Source: an optimization exercise on an open RTL-to-GDS flow (aim: small area, a short achievable clock period and few clock cycles per item). Production flows keep margins and buffers that such runs may drop.
In this exercise RTL edits were held to simulation tests only and were not proved equivalent to the original.

## upsample_csc
module upsample_csc (
    input  logic        clk,
    input  logic        resetn,
    input  logic        start,
    output logic        done,
    input  logic [15:0] sram_read_data,
    output logic [15:0] sram_write_data,
    output logic [17:0] sram_address,
    output logic        sram_we_n
);
clock: 11.0 ns
lec_check: 0
abc_area: 1
cap_margin: 20
core_margin: 2
core_utilization: 40
place_density: 0.6
slew_margin: 20
standard.sh (not shown) runs the stock make flow with config.mk's settings and CLKGATE_MAP_FILE= SYNTH_SCRIPT=/design/flow/synth_recipe.tcl, a recipe that flattens the netlist after the stock synthesis.
==> flow/flow/run.sh <==
#!/bin/bash
# Own layout flow: the standard synthesis unchanged, then the standard ORFS steps with
# stronger timing repair (a larger setup margin, all endpoints) and faster port buffers.
# Each step's full output goes to a log file in the work folder.
set -euo pipefail
bash standard.sh synth > synth.log 2>&1
bash standard.sh SETUP_SLACK_MARGIN=7.5 TNS_END_PERCENT=100 \
     BUFFER_PORTS_ARGS="-buffer_cell sky130_fd_sc_hd__buf_4" finish > layout.log 2>&1
Testbench counts at the start, summed over its fixed seeds: cycles 960,175, pixels 384,000.
Edit:
ABC_AREA = 0   (was 1)
Effect: Global-route usage falls by 0.64 points; cell count is lower by about 10%; routed wire length is lower by about 5.6%; sequential share of layout area came out higher by 0.54 points.


north:
Another version of the RTL of upsample_csc (not shown whole).
Size: roughly 2000 cells after synthesis, about 440 flip-flops, about 55 I/O pins.
## upsample_csc
module upsample_csc (
    input  logic        clk,
    input  logic        resetn,
    input  logic        start,
    output logic        done,
    input  logic [15:0] sram_read_data,
    output logic [15:0] sram_write_data,
    output logic [17:0] sram_address,
    output logic        sram_we_n
);
logic        run;
logic        start_d;
logic [2:0]  k;           
logic        fpar;        
logic [2:0]  lead;        
logic [7:0]  jc;          
logic [16:0] yc;          
logic [17:0] ra;          
wire go   = ~run & ~done & start & ~start_d;
wire k4   = (k == 3'd4);
wire last = ~sram_we_n & (&sram_address);    
always_ff @(posedge clk or negedge resetn) begin
    if (~resetn) begin
        run       <= 1'b0;
        start_d   <= 1'b0;
        done      <= 1'b0;
        sram_we_n <= 1'b1;
        k         <= 3'd0;
        fpar      <= 1'b0;
        lead      <= 3'd7;
    end else begin
        start_d <= start;
        if (go) begin
            run  <= 1'b1;
            k    <= 3'd0;
            fpar <= 1'b0;
            lead <= 3'd7;
        end else if (run) begin
            k <= k4 ? 3'd0 : k + 3'd1;
            if (k4) begin
                fpar <= ~fpar;
                if (lead != 3'd0) lead <= lead - 3'd1;
            end
        end
        if (last) begin
            done <= 1'b1;
            run  <= 1'b0;
        end
        sram_we_n <= ~(run & ~last & (lead == 3'd0) & (k <= 3'd2));
    end
end
wire [18:0] uv_addr = {{2{yc[16]}}, yc} + (fpar ? 19'd115205 : 19'd76805);
always_ff @(posedge clk) begin
    if (~run) begin                          
        sram_address <= 18'd65530;           
        yc  <= -17'sd5;                      
        ra  <= 18'd146923;                   
        jc  <= 8'd154;                       
    end else begin
        case (k)
            3'd4: begin                      
                sram_address <= {2'b00, yc[15:0]};
                yc <= yc + 17'd1;
  ...
export LEC_CHECK = 0
export ABC_AREA = 0
export CAP_MARGIN = 20
export CORE_MARGIN = 2
export CORE_UTILIZATION = 55
export CTS_CLUSTER_DIAMETER = 100
export CTS_CLUSTER_SIZE = 28
export PLACE_DENSITY = 0.7
export SLEW_MARGIN = 20
export SYNTH_HIERARCHICAL = 1
export SYNTH_MINIMUM_KEEP_SIZE = 0
create_clock -name core_clock -period 11.0 [get_ports {clk}]
==> flow/flow/run.sh <==
#!/bin/bash
# Own layout flow: the standard synthesis unchanged, then the standard ORFS steps with
# stronger timing repair (a larger setup margin, all endpoints) and faster port buffers.
# Each step's full output goes to a log file in the work folder.
set -euo pipefail
bash standard.sh synth > synth.log 2>&1
bash standard.sh SETUP_SLACK_MARGIN=7.2 TNS_END_PERCENT=100 \
     BUFFER_PORTS_ARGS="-buffer_cell sky130_fd_sc_hd__buf_4" finish > layout.log 2>&1
Testbench counts of north, summed over its fixed seeds: cycles 960,175, pixels 384,000.
#### Input delta (south over north)
--- a/flow/flow/run.sh
+++ b/flow/flow/run.sh
@@ -7 +7 @@
-bash standard.sh SETUP_SLACK_MARGIN=7.2 TNS_END_PERCENT=100 \
+bash standard.sh SETUP_SLACK_MARGIN=7.7 TNS_END_PERCENT=100 \
Results
- Summary of south over north: detailed-route via count picked up an extra 1.3%; clock latency on the worst-skew pair neither gained nor lost much.
- Row proportion of cell area spent on the clock network: south lower / north higher
- On south: total setup buffers inserted after CTS is 10 higher than what north gave.
- Cmp north and south / storage element area / higher: south
- For count of plain and timing-repair buffers, dividing the value from south by the value from north gives 1.5.
- [compare] base=north new=south: clock-buffer cell count -3.3%.
diff inputs: south => east
# south
export LEC_CHECK = 0
export ABC_AREA = 0
export CAP_MARGIN = 20
export CORE_MARGIN = 2
export CORE_UTILIZATION = 55
export CTS_CLUSTER_DIAMETER = 100
export CTS_CLUSTER_SIZE = 28
export PLACE_DENSITY = 0.7
export SLEW_MARGIN = 20
export SYNTH_HIERARCHICAL = 1
export SYNTH_MINIMUM_KEEP_SIZE = 0
create_clock -name core_clock -period 11.0 [get_ports {clk}]
# east
export LEC_CHECK = 0
export ABC_AREA = 0
export CAP_MARGIN = 20
export CORE_MARGIN = 2
export CORE_UTILIZATION = 55
export PLACE_DENSITY = 0.7
export SLEW_MARGIN = 20
export SYNTH_HIERARCHICAL = 1
export SYNTH_MINIMUM_KEEP_SIZE = 0
create_clock -name core_clock -period 11.0 [get_ports {clk}]
--- a/flow/flow/run.sh
+++ b/flow/flow/run.sh
@@ -7 +7 @@
-bash standard.sh SETUP_SLACK_MARGIN=7.7 TNS_END_PERCENT=100 \
+bash standard.sh SETUP_SLACK_MARGIN=7.5 TNS_END_PERCENT=100 \
Findings:
- south -> east: total congestion overflow delta 0, exact match
- east vs south — final area climbed by a few percent
- In east relative to south, number of design-rule violations left by the first detailed-router iteration had gone down by a few percent.
- Re sequential cell count: no difference whatsoever between south and east.
- Taking south as the reference, in east number of buffers created by CTS grew by 25, data-path buffer share of cell area in the final layout now smaller, count of inverters not on the clock network in the layout ~0 delta.
- On final-layout worst hold slack, east and south are neck and neck.
## Diff of input files: west against east
# east
export LEC_CHECK = 0
export ABC_AREA = 0
export CAP_MARGIN = 20
export CORE_MARGIN = 2
export CORE_UTILIZATION = 55
export PLACE_DENSITY = 0.7
export SLEW_MARGIN = 20
export SYNTH_HIERARCHICAL = 1
export SYNTH_MINIMUM_KEEP_SIZE = 0
create_clock -name core_clock -period 11.0 [get_ports {clk}]
# west
export LEC_CHECK = 0
export ABC_AREA = 0
export CAP_MARGIN = 20
export CORE_MARGIN = 2
export CORE_UTILIZATION = 55
export CTS_CLUSTER_DIAMETER = 100
export CTS_CLUSTER_SIZE = 33
export PLACE_DENSITY = 0.7
export SLEW_MARGIN = 20
export SYNTH_HIERARCHICAL = 1
export SYNTH_MINIMUM_KEEP_SIZE = 0
create_clock -name core_clock -period 11.0 [get_ports {clk}]
Findings:
- Status: core box area parity (east, west)
- Per the comparison of west with east, hold slack saw an increase; data arrival time of the critical path held.
- On maximum achievable frequency, east loses to west.
- From east to west the numbers moved as follows: design area lost 940 um^2; final cell count decreased by 50 relative to the old numbers; setup slack after layout rose by 0.013 ns.
- [compare] base=east new=west: via count went down.
- Sort west and east by sequential share of layout area, descending, and west comes first.

-- static timing again, ports no longer ideal --
The flow's constraints put no driver on any port. The routed layouts listed below were extracted and timed again, unchanged, in two steps.
Step 1, drivers: a clkbuf_16 drives clk and a buf_2 each remaining input, both assumed.
Step 2 adds t to the input delays and takes it off the output delays; t is the mean of the earliest and latest rising clock arrival at the registers after step 1. Input paths then give back, and output paths get back, about the clock's delay inside the block.
Three values: ideal, step 1, step 2; two values: the first two.
run	t, ns	setup WS [ns]	worst setup path at the end	worst data-port slew with drivers (ns)
the first run of note 1	0.655	7.557 / 7.499 / 7.557	register to register	0.06
the second run of note 1	0.647	7.560 / 7.502 / 7.601	register to register	0.04
north	0.611	7.421 / 7.421 / 7.421	register to register	0.03
south	0.623	7.552 / 7.493 / 7.644	input to register	0.03
east	0.639	7.558 / 7.502 / 7.627	input to register	0.03
west	0.607	7.571 / 7.515 / 7.635	input to register	0.03
After both steps every run listed still meets setup and hold.
